This design comes from an exercise in tuning for small area on the open sky130 flow, not from production work. Function was checked by simulation only, so behaviour that the tests miss may differ from the original. Power is estimated from default activity; no workload was simulated.

File: design/flow/run.sh
#!/bin/bash
# synth_recipe.tcl (not shown) runs the flow's synth.tcl, then flattens the netlist and writes it again
# the make line also repeats each setting of config.mk as NAME=value (left out here)
make -C /OpenROAD-flow-scripts/flow DESIGN_CONFIG=/design/flow/config.mk WORK_HOME=/design/flow/orfs CLKGATE_MAP_FILE= SYNTH_SCRIPT=/design/flow/synth_recipe.tcl finish
File: design/flow/config.mk
export PLATFORM = sky130hd
export DESIGN_NAME = BinaryCalculatorTop
export DESIGN_NICKNAME = BinaryCalculatorTop
export VERILOG_FILES = /design/flow/design.v
export SDC_FILE = /design/flow/constraint.sdc
export NUM_CORES = 4
export LEC_CHECK = 0
export CAP_MARGIN = 20
export CORE_MARGIN = 2
export CORE_UTILIZATION = 40
export SLEW_MARGIN = 20
File: design/flow/constraint.sdc
create_clock -name core_clock -period 15.0 [get_ports {Clk}]
set_input_delay 3.0000 -clock core_clock [delete_from_list [all_inputs] [get_ports {Clk}]]
set_output_delay 3.0000 -clock core_clock [all_outputs]
set_load 0.01 [all_outputs]
File: design/flow/design.v
module mux2to1(out,d0, d1, sel);
  parameter WIDTH=8;
  output [WIDTH-1:0] out;
  input [WIDTH-1:0] d0,d1;
  input sel;
  assign out=(sel)?d1:d0;
endmodule
module m_alu(A, B, ALU_Sel, ALU_Out, Flag);
  input [7:0] A,B;   
  input [3:0] ALU_Sel; 
  output [7:0] ALU_Out;  
  output  reg [3:0] Flag;  
	reg [7:0] ALU_Result;
	reg [8:0] tmp;
    assign ALU_Out = ALU_Result;  
    always @(*)
    begin
        Flag = 4'h0;
        tmp = 9'h0;
        case(ALU_Sel)
        4'b0000:  
          begin
          if((A+B)>8'hff) begin
              ALU_Result = 8'h0;
              Flag[1]=1;
            end
            else begin
              ALU_Result = A + B;
              Flag[1]= 0;
            end
          end 
        4'b0001:  
          begin
            if(A<B) begin
              ALU_Result = 8'h0;
              Flag[3] = 1;  
            end
            else begin
              ALU_Result = A - B ; 
              Flag[3] = 0;
            end
          end
        4'b0010:  
          begin
            if((A>8'hf) && (B>8'hf)) begin
              ALU_Result = 8'h0;
              Flag[2]=1;
            end
            else begin
              ALU_Result = A * B;
              Flag[2]=0;
            end
          end
        4'b0011:  
          begin
            if(A<B || B==8'h0) begin
            ALU_Result = 8'h0;
              Flag[3] = 1;  
            end
            else begin
              ALU_Result = A / B;
              Flag[3] = 0;  
            end
          end
        4'b0100:  
          begin
             ALU_Result = A << B; 
             tmp = {1'b0,A} + {1'b0,B};
             Flag[1] = tmp[8];  
          end
         4'b0101:  
           begin
             tmp = {A,1'b0};
             tmp = tmp >> B;
             ALU_Result = tmp[8:1];
             Flag[1] = tmp[0];
           end
         4'b0110:  
           ALU_Result = A & B;
         4'b0111:  
           ALU_Result = A | B;
          4'b1000:  
           ALU_Result = A ^ B;
          4'b1001:  
            ALU_Result = ~(A ^ B);
          4'b1010:  
            ALU_Result = ~(A & B);
          4'b1011:  
           ALU_Result = ~(A | B);
          4'b1100,4'b1101,4'b1110,4'b1111: 
            begin
            ALU_Result = 8'h0 ; Flag = 4'h0;
            end
          default: begin ALU_Result = 8'h0 ; Flag = 4'h0; end
        endcase
      if (ALU_Result == 8'h0)
          Flag[0]=1;  
      else
        Flag[0]=0;
    end
endmodule
module DFlipFlop(input Clk,
                 input Reset,
                 input D,
                 output Out);
    reg OutTmp;
    assign Out = OutTmp;
    always @(posedge Clk, posedge Reset)begin
        if(Reset) begin
            OutTmp <= 1'b0;
        end else begin
            OutTmp <= D;
        end
    end
endmodule
module DecodificatorKey(input Clk,
                        input Reset,
                        input ValidCmd,
                        input InputKey,
                        output Active,  
                        output Mode);
    wire CurrentS0;
    wire CurrentS1;
    wire CurrentS2;
    wire NextS0;
    wire NextS1;
    wire NextS2;
    assign NextS2 = CurrentS1 & (!InputKey & ValidCmd & !CurrentS2 & CurrentS0 | CurrentS2 & !CurrentS0) | 
                    CurrentS2 & !CurrentS1 & (CurrentS0 | ValidCmd); 
    assign NextS1 = ValidCmd & !CurrentS1 & 
                    (!InputKey & !CurrentS2 & CurrentS0 | InputKey & CurrentS2 & !CurrentS0) |
                    CurrentS1 & !CurrentS0 & 
                    (InputKey & ValidCmd | CurrentS2);
    assign NextS0 = InputKey & ValidCmd & !CurrentS2 & !CurrentS0 | 
                    CurrentS2 & !CurrentS1  & (CurrentS0 | !InputKey & ValidCmd);
    DFlipFlop DFlipFlop_CurrentS0(.Clk(Clk),
                                  .Reset(Reset),
                                  .D(NextS0),
                                  .Out(CurrentS0));
    DFlipFlop DFlipFlop_CurrentS1(.Clk(Clk),
                                  .Reset(Reset),
                                  .D(NextS1),
                                  .Out(CurrentS1));
    DFlipFlop DFlipFlop_CurrentS2(.Clk(Clk),
                                  .Reset(Reset),
                                  .D(NextS2),
                                  .Out(CurrentS2));
    assign Mode = CurrentS2 & CurrentS1 & !CurrentS0;
    assign Active = (CurrentS2 & CurrentS1 & !CurrentS0) |
                    (CurrentS2 & !CurrentS1 & CurrentS0);
endmodule
module Control_RW_Flow(input Clk,
                       input Reset,
                       input RW,
                       input ValidCmd,
                       input TransferDone,
                       input Active,
                       input Mode,
                       output reg AccessMem,
                       output reg RWMem,
                       output reg SampleData,
                       output reg TransferData,
                       output reg Busy);
    localparam IDLE                 = 3'b000;
    localparam READ_MEMORY          = 3'b001;
    localparam SAMPLE_DATA          = 3'b010;
    localparam TRANFER_DATA         = 3'b011;  
    localparam WRITE_MEMORY         = 3'b100;
    reg [2:0] ControllerCurrentState;
    reg [2:0] ControllerNextState;
    always @(ValidCmd, Active, Mode, RW, TransferDone, ControllerCurrentState)begin
        case(ControllerCurrentState)
            IDLE:
              if ( ValidCmd && !RW && Active && Mode && !TransferDone)begin
                    ControllerNextState = READ_MEMORY;
                end else if( ValidCmd && RW && Active && Mode) begin
                    ControllerNextState = WRITE_MEMORY;
                end else if ( ValidCmd && Active && !Mode && !TransferDone ) begin
                    ControllerNextState = SAMPLE_DATA;
                end else begin
                    ControllerNextState = IDLE;
                end
            READ_MEMORY:
                if ( Active && Mode && !TransferDone) begin
                    ControllerNextState = SAMPLE_DATA;
                end else begin
                    ControllerNextState = IDLE;
                end
            WRITE_MEMORY:
                if(ValidCmd && RW && Active && Mode) begin
                    ControllerNextState = WRITE_MEMORY;
                end else begin
                    ControllerNextState = IDLE;
                end
            SAMPLE_DATA:
                if( Active && !TransferDone) begin
                    ControllerNextState = TRANFER_DATA;
                end else begin
                    ControllerNextState = SAMPLE_DATA;
                end
            TRANFER_DATA: 
                if(Active && !TransferDone) begin
                    ControllerNextState = TRANFER_DATA;
                end else if (Active && TransferDone)begin
                    ControllerNextState = IDLE;
                end else begin
                    ControllerNextState = IDLE;
                end
            default: ControllerNextState = IDLE;
        endcase
    end
    always @(posedge Clk, posedge Reset)begin
        if(Reset)begin
            ControllerCurrentState <= IDLE;
        end else begin
            ControllerCurrentState <= ControllerNextState;
        end
    end
    always @(ControllerCurrentState)begin
        AccessMem    = ControllerCurrentState == READ_MEMORY ||
                       ControllerCurrentState == WRITE_MEMORY      ? 1'b1 : 1'b0;
        RWMem        = ControllerCurrentState == WRITE_MEMORY      ? 1'b1 : 1'b0;
        SampleData   = ControllerCurrentState == SAMPLE_DATA       ? 1'b1 : 1'b0;
        TransferData = ControllerCurrentState == TRANFER_DATA      ? 1'b1 : 1'b0;
        Busy         = ControllerCurrentState != IDLE              ? 1'b1 : 1'b0;
    end
endmodule
module Controller(input Clk,
                  input Reset,
                  input ValidCmd,
                  input RW,
                  input InputKey,
                  input TransferDone,
                  output Busy,
                  output Active,
                  output Mode,
                  output AccessMem,
                  output RWMem,
                  output SampleData,
                  output TransferData);
    DecodificatorKey DecodificatorKeyInst(.Clk(Clk),
                                          .Reset(Reset),
                                          .ValidCmd(ValidCmd),
                                          .InputKey(InputKey),
                                          .Active(Active),
                                          .Mode(Mode));
    Control_RW_Flow Control_RW_FLowInst(.Clk(Clk),
                                        .Reset(Reset),
                                        .RW(RW),
                                        .ValidCmd(ValidCmd),
                                        .TransferDone(TransferDone),
                                        .Busy(Busy),
                                        .Active(Active),
                                        .Mode(Mode),
                                        .AccessMem(AccessMem),
                                        .RWMem(RWMem),
                                        .SampleData(SampleData),
                                        .TransferData(TransferData));
endmodule
module concatenator (out,inA,inB,inC,inD,inE);
  parameter WIDTH0=8;
  parameter WIDTH1=4;
  output [(3*WIDTH0+2*WIDTH1)-1:0] out;
  input [WIDTH0-1:0] inA, inB,inC;
  input [WIDTH1-1:0] inD, inE;
  assign out={inE,inD,inC,inB,inA};
endmodule
module Memory#(parameter AddrSize = 8,
               parameter DataSize = 32)(
               input                Clk,
               input                Reset,
               input[DataSize-1: 0] Din,
               input[AddrSize-1: 0] Addr,
               input                Valid,
               input                R_W,  
               output[DataSize-1: 0] Dout
               );
    reg [DataSize-1: 0] MemoryBank [(2**AddrSize)-1: 0];  
    reg [DataSize-1: 0] AccesMemLocation;
    integer MemAddr;
    assign Dout = AccesMemLocation;
    always @(posedge Clk, posedge Reset)begin
        if(Reset) begin
          AccesMemLocation <= {DataSize{1'b0}};
            for(MemAddr = 0; MemAddr < (2 ** AddrSize); MemAddr = MemAddr + 1)begin
                MemoryBank[MemAddr] <= {DataSize{1'b0}};
            end
        end else begin
            if( Valid && R_W )begin
                MemoryBank[Addr] <= Din;
            end else if( Valid && !R_W)begin
                AccesMemLocation <= MemoryBank[Addr];
            end
        end
    end
endmodule
module SerialTranceiver(
    input Reset,
    input Clk,
    input[31:0] DataIn,
    input Sample,
    input StartTx,
    input TxTick,  
    output TxBusy,
    output reg TxDone,
    output DataOut  
);
    reg[31:0] DataInTmp;
    reg TransferData;
    reg TransferSerialInProgress;
    reg[31:0] CountDataBits;
    assign TxBusy = TransferSerialInProgress;
    assign DataOut = TransferSerialInProgress & DataInTmp[CountDataBits[4:0]];
    always @(posedge Clk, posedge Reset)begin
        if(Reset)begin
            DataInTmp <= 32'b0;
            TransferData <= 0;
          	TxDone <= 1'b0;
            CountDataBits <= 32'd31;
            TransferSerialInProgress <= 1'b0;
        end else begin
            TxDone <= 1'b0;
            if(Sample && !TxBusy)begin
                DataInTmp <= DataIn;
            end
            if(StartTx && !TxBusy && !TransferData && !TxDone) begin
                TransferData <= 1'b1;
            end
            if(TxTick)begin
                if(TransferData && !TransferSerialInProgress)begin
                    TransferSerialInProgress <= 1'b1;
                end else if(TransferSerialInProgress && CountDataBits > 0) begin
                    CountDataBits <= CountDataBits - 1; 
                end else if(TransferSerialInProgress && CountDataBits == 0)begin
                    TransferSerialInProgress <= 0;
                    CountDataBits <= 32'd31;
                    TransferData <= 1'b0;
                    TxDone <= 1'b1;
                end
            end
        end
    end
endmodule
module FrequencyDivider(
    input Reset,
    input Clk,
    input[31:0] Din,
    input ConfigDiv,
    input Enable,
    output ClkOutput,
    output TxTick  
);
    reg[31:0] FrequenceDivTarget;
    reg[31:0] CountFreqDiv;
    assign ClkOutput = Enable && (FrequenceDivTarget == 1'b1 ? 1'b1 : CountFreqDiv <= (FrequenceDivTarget >> 1) ? 1'b1: 1'b0);
    assign TxTick    = Enable && (CountFreqDiv == FrequenceDivTarget);
    always @(posedge Clk, posedge Reset)begin
        if(Reset)begin
            FrequenceDivTarget <= 32'h1;
        end else if (ConfigDiv && !Enable) begin  
            if(Din > 1'b1)begin
                FrequenceDivTarget <= Din;
            end else begin
                FrequenceDivTarget <= 1'b1;
            end
        end
    end
    always @(posedge Clk, posedge Reset)begin
        if(Reset)begin
            CountFreqDiv <= 32'h1;
        end else begin
            if (Enable) begin
                if (CountFreqDiv == FrequenceDivTarget)begin
                    CountFreqDiv <= 1;
                end else if( CountFreqDiv < FrequenceDivTarget) begin
                    CountFreqDiv <= CountFreqDiv + 1'b1;
                end
            end else if (!Enable) begin
                CountFreqDiv <= 32'h1;
            end
        end
    end
endmodule
module BinaryCalculatorTop(
    input Clk,
    input Reset,
    input ConfigDiv,
    input[31:0] Din,
    input ValidCmd,
    input InputKey,
    input RWMem,
    input[7:0] Addr,
    input[3:0] Sel,
    input[7:0] InA,
    input[7:0] InB,
    output CalcActive,
    output CalcMode,
    output CalcBusy,
    output DoutValid,
    output DataOut,
    output ClkTx);
    wire ResetTmp;
    wire[7:0] MuxATmp;
    wire[7:0] MuxBTmp;
    wire[3:0] MuxSelTmp;
    wire[7:0] AluOutTmp;
    wire[3:0] AluFlagsTmp;
    wire[31:0] ConcatenatorOutTmp;
    wire CtrlRWTmp;
  	wire CtrlModeTmp;
    wire CtrlActiveTmp;
  	wire CtrlBusyTmp;
    wire CtrlAccesMemTmp;
    wire CtrlRWMemTmp;
    wire CtrlSampleDataTmp;
    wire CtrlTransferDataTmp;
    wire[31:0] MemoryDoutTmp;
    wire[31:0] TxDinTmp;
    wire TxTransferDone;
    wire TxTickTmp;
    assign ResetTmp = Reset;  
  	assign CtrlRWTmp = RWMem & CtrlActiveTmp;
  	assign CalcActive = CtrlActiveTmp;
  	assign CalcMode   = CtrlModeTmp;
  	assign CalcBusy   = CtrlBusyTmp;
  	mux2to1 #(.WIDTH(8))MuxInA_inst(.out(MuxATmp),
                                     .d0(InA),
                                     .d1(8'h0),
                                     .sel(ResetTmp));
  	mux2to1 #(.WIDTH(8))MuxInB_inst(.out(MuxBTmp),
                                     .d0(InB),
                                     .d1(8'h0),
                                     .sel(ResetTmp));
  	mux2to1 #(.WIDTH(4))MuxSel_inst(.out(MuxSelTmp),
                                     .d0(Sel),
                                     .d1(4'h0),
                                     .sel(ResetTmp));
    m_alu Alu_inst(.A(MuxATmp),
                   .B(MuxBTmp),
                   .ALU_Sel(MuxSelTmp),
                   .ALU_Out(AluOutTmp),
                   .Flag(AluFlagsTmp));
    Controller Controller_inst(.Clk(Clk),
                               .Reset(Reset),
                               .ValidCmd(ValidCmd),
                               .RW(CtrlRWTmp),
                               .InputKey(InputKey),
                               .TransferDone(TxTransferDone),
                               .Busy(CtrlBusyTmp),
                               .Active(CtrlActiveTmp),
                               .Mode(CtrlModeTmp),
                               .AccessMem(CtrlAccesMemTmp),
                               .RWMem(CtrlRWMemTmp),
                               .SampleData(CtrlSampleDataTmp),
                               .TransferData(CtrlTransferDataTmp));
  	concatenator #(.WIDTH0(8), .WIDTH1(4))Concatenator_inst(.out(ConcatenatorOutTmp),
                                                            .inA(MuxATmp),
                                                            .inB(MuxBTmp),
                                                            .inC(AluOutTmp),
                                                            .inD(MuxSelTmp),
                                                            .inE(AluFlagsTmp));
  	Memory  #(.AddrSize(5), .DataSize(32))Memory_inst(.Clk(Clk),
                                                      .Reset(ResetTmp),
                                                      .Din(ConcatenatorOutTmp),
                                                      .Addr(Addr[4:0]),
                                                      .Valid(CtrlAccesMemTmp),
                                                      .R_W(CtrlRWMemTmp),
                                                      .Dout(MemoryDoutTmp));
  	mux2to1 #(.WIDTH(32))MuxTransceiver_inst(.out(TxDinTmp),
                                              .d0(ConcatenatorOutTmp),
                                              .d1(MemoryDoutTmp),
                                              .sel(CalcMode));
  SerialTranceiver Registru_Shift_ParalelLoad_inst(.Clk(Clk),
                                                   .Reset(Reset),
                                                   .DataIn(TxDinTmp),
                                                   .Sample(CtrlSampleDataTmp),
                                                   .StartTx(CtrlTransferDataTmp),
                                                   .TxTick(TxTickTmp),
                                                   .TxBusy(DoutValid),
                                                   .TxDone(TxTransferDone),
                                                   .DataOut(DataOut));
  FrequencyDivider FrequencyDivider_inst(.Reset(ResetTmp),
                                         .Clk(Clk),
                                         .Din(Din),
                                         .ConfigDiv(ConfigDiv),
                                         .Enable(CalcActive),
                                         .ClkOutput(ClkTx),
                                         .TxTick(TxTickTmp));
endmodule
==> results by group <==
Outcome
  • Outcome: complete, no violations

Clock tree
  • CTS tree: built
  • TritonCTS buffer count: 131
  • CTS resizes: 0
  • Clk Latency, worst-skew pair: around 770 ps
  • Cts hold-fix bufs: 0
  • H-Tree Level Count: 4
  • Clock root cell: clkbuf_16
  • Clk buf depth: 3
  • CTS sink cnt: 1193
  • Post-CTS setup buffer count: 0
  • Clock-pin slew of the registers on the worst-case setup and hold paths: 60 ps

Setup path
  • Cell with the largest stage delay on the worst path: clkdlybuf4s50_1
  • Worst EP arrival: 14420 ps
  • Most frequent CP cell: o21a_1
  • Critical path class: input port to flop
  • R2r setup slk: between 10000 and 15000 ps
  • Largest stage delay, worst path: 550 ps
  • Crit path required time: 15670 ps
  • Worst-path maximum fanout: 32
  • Critical Path Sink Type: flop
  • CP delay by family, top: compound AO/OA/AOI/OAI gates
  • Bufs and invs on worst path: 2
  • Startpoint types: input port

Synth
  • Post-synth top cells: 1186 x dfrtp_1, 1162 x nand2_1, 1060 x o21ai_0
  • Syn nets: 6082
  • Yosys top cell area share: between 50% and 60%
  • Count leader, synth: dfrtp_1
  • Post-synthesis sequential area ratio: roughly 53%
  • Syn Area/Cell: 9.53 µm²
  • Synth Instances: slightly below 6000
  • Post-synth ARST share: 100%
  • Warnings, synthesis: 7
  • Netlist Area Pre-Place: 55800 µm²
  • Top cell type by total area after synthesis: dfrtp_1
  • Synthesized flop and latch total: 1193
  • Synth top area cells: dfrtp_1 53%, o21ai_0 9.5%, nand2_1 7.8%
  • Synth cell types: 88
  • Number of synthesized flops with an enable pin: 0
  • Synth Flop Type: dfrtp_1

Layout
  • Share of layout cells above drive strength 1: 9.01%
  • Final core occ: a little under half
  • Nets@finish: 5939
  • Design Area, Final: around 63000 µm²
  • Syn-to-layout area delta: 13.0%

Timing
  • Min Tclk post-route: approximately 14000 ps
  • Setup Skew: 20.8 ps
  • Unrepaired setup endpoints after global routing: no
  • Final Cycle Share: between 90% and 100%
  • Max Slew Vio Count: 0
  • Fmax: 72.7 MHz
  • Slew HR: around a fifth
  • Setup violations, final: 0
  • Setup tns final: 0 ps
  • Final hold viol count: 0
  • Transition time of the tightest slew-check pin: 1200 ps

Global routing
  • Initial antenna violation count: 12
  • Met3 usage: 5.27%
  • GRT overflow: 0
  • Grt met2 use: 45.1%
  • First-pass GRT wire length: ~310000 µm
  • Vias in the first global route: 43700
  • Met1 usage: 41.8%
  • Most used routing layer: met2
  • All-Layer GR Usage: 29.6%
  • Largest net degree at the start of global routing: 197

Floorplan
  • Initial Util: 40.2%
  • Placeable Area: 139000 µm²
  • Horiz. Die Dim: 378 µm
  • Die height: approximately 380 µm
  • I/O pin cnt: a little over 70
  • Std cell rows: between 100 and 150
  • Die area: around 140000 µm²

Routing
  • DR vias: 46200
  • DRC violations left: 0
  • Post-route ant nets: 0
  • Routed WL: 210000 µm
  • DRT iter0 DRCs: roughly 5200
  • Drt pass-1 iters: 6
  • WL/cell: 27.4 µm
  • Vias per Instance: 6.01

Pwr
  • Peak supply drop: 0.107 mV
  • Pwr Total: 0.00748 W
  • Power density cells: 119 nW/µm²
  • LEAKAGE: 27.7 nW

Placement
  • DP HPWL: ~120000 µm
  • Placer Congestion: 0.917
  • Count of input and output buffers: 68
  • Placed cell area: approximately 60000 µm²

Job
  • MaxCap Viol Count: 0

Hold path
  • Hold WC Path Type: flop to flop
-- state kept, by name (all words and copies together) (netlist names), named ones only --
name / count
Memory_inst.AccesMemLocation: 32
Registru_Shift_ParalelLoad_inst.TransferData: 1
FrequencyDivider_inst.FrequenceDivTarget: 32
Registru_Shift_ParalelLoad_inst.TxDone: 1
Registru_Shift_ParalelLoad_inst.DataInTmp: 32
Registru_Shift_ParalelLoad_inst.CountDataBits: 32
FrequencyDivider_inst.CountFreqDiv: 32
Registru_Shift_ParalelLoad_inst.TransferSerialInProgress: 1
Controller_inst.Control_RW_FLowInst.ControllerCurrentState: 3
Memory_inst.MemoryBank: 1024
-- per-stage QoR --
stage / hold slack, ps / instances / setup WS, ps
after floorplan: 444 / 5858 / -448
after global placement: 456 / 7453 / 683
after detailed placement: 470 / 7453 / 501
after CTS: 482 / 7684 / 1300
after global routing: 493 / 7689 / 445
final: 477 / 7690 / 1250
-- tightest hold or removal path, cell delays in order, from the launching register on --
cell,delay [ps]
dfrtp_1,340
nand2_1,40
o21ai_0,60
-- where the power goes --
part           switching (W)  internal [W]
Sequential         0.0000303       0.00325
Combinational       0.000557      0.000351
Clock                0.00137       0.00192
Total                0.00196       0.00552
-- path summary, 6_finish.rpt --
check,from,endpoint,depth (start not counted)
setup reg to reg,flop,Memory_inst.MemoryBank[2][27]$_DFFE_PP0P_,7
setup / recovery,InB[4],Memory_inst.MemoryBank[16][28]$_DFFE_PP0P_,49
min in group asynchronous,Reset,Memory_inst.MemoryBank[18][1]$_DFFE_PP0P_,3
hold / removal,Memory_inst.MemoryBank[24][24]$_DFFE_PP0P_,Memory_inst.MemoryBank[24][24]$_DFFE_PP0P_,2
max in group asynchronous,Reset,Memory_inst.MemoryBank[29][16]$_DFFE_PP0P_,8
hold reg to reg,Memory_inst.MemoryBank[24][24]$_DFFE_PP0P_,Memory_inst.MemoryBank[24][24]$_DFFE_PP0P_,2
-- area by class of cell --
type,count,area (µm²)
Sequential cell,1193,29900
Timing Repair Buffer,200,1760
Fill cell,13300,75900
Clock inverter,43,502
Antenna cell,1,2.50
Clock buffer,188,3830
Multi-Input combinational cell,4078,24400
Inverter,111,433
Tap cell,1876,2350
-- layer usage --
metal	vias up	wire (µm)
met3	503	18700
met2	2150	93200
met4	8	8920
li1	20500	-
met5	-	45
met1	23000	89700
-- kinds of logic after synthesis --
family	count (synthesis)	synth area share [%]
flops	1193	53.5
xor+xnor	94	1.47
mux	132	2.79
fa+ha+maj	159	3.75
simple gates	1837	14.2
buf+inv	587	4.04
compound gates	1856	20.3
-- cells in the final DEF (no fill, tap or decap), drive strengths merged, types with 111 or more instances in the layout --
cell	synthesis	routed
nand2	1162	1162
a22o	111	111
nor2	252	252
a21oi	141	141
a22oi	198	198
buf	46	133
a221oi	120	120
clkbuf	430	188
ha	144	144
dfrtp	1186	1186
o21ai	1092	1092
inv	109	119

separate check: timing with driven ports:
How much do the figures lean on ideal ports? The routed layout below was timed once more, with nothing changed but the port constraints. Step 1, drivers: a clkbuf_16 drives Clk and a buf_2 each remaining input, both assumed. Step 2 times the ports against the registers' clock, not the clock port: input delays grow and output delays shrink by t, the midpoint of the rising clock arrivals with the driver on. a / b / c = no drivers / after step 1 / after step 2; a / b = the first two.
shift t [ns]: 0.839
setup WS [ns]: 1.246 / 1.300 / 0.462
worst slew at a driven data input, ns: 0.15
cell pins on the clock port's net: 1
After both steps this run still meets setup and hold. The setup slack of this run moves by +0.054 ns with the drivers and by -0.784 ns with both steps.
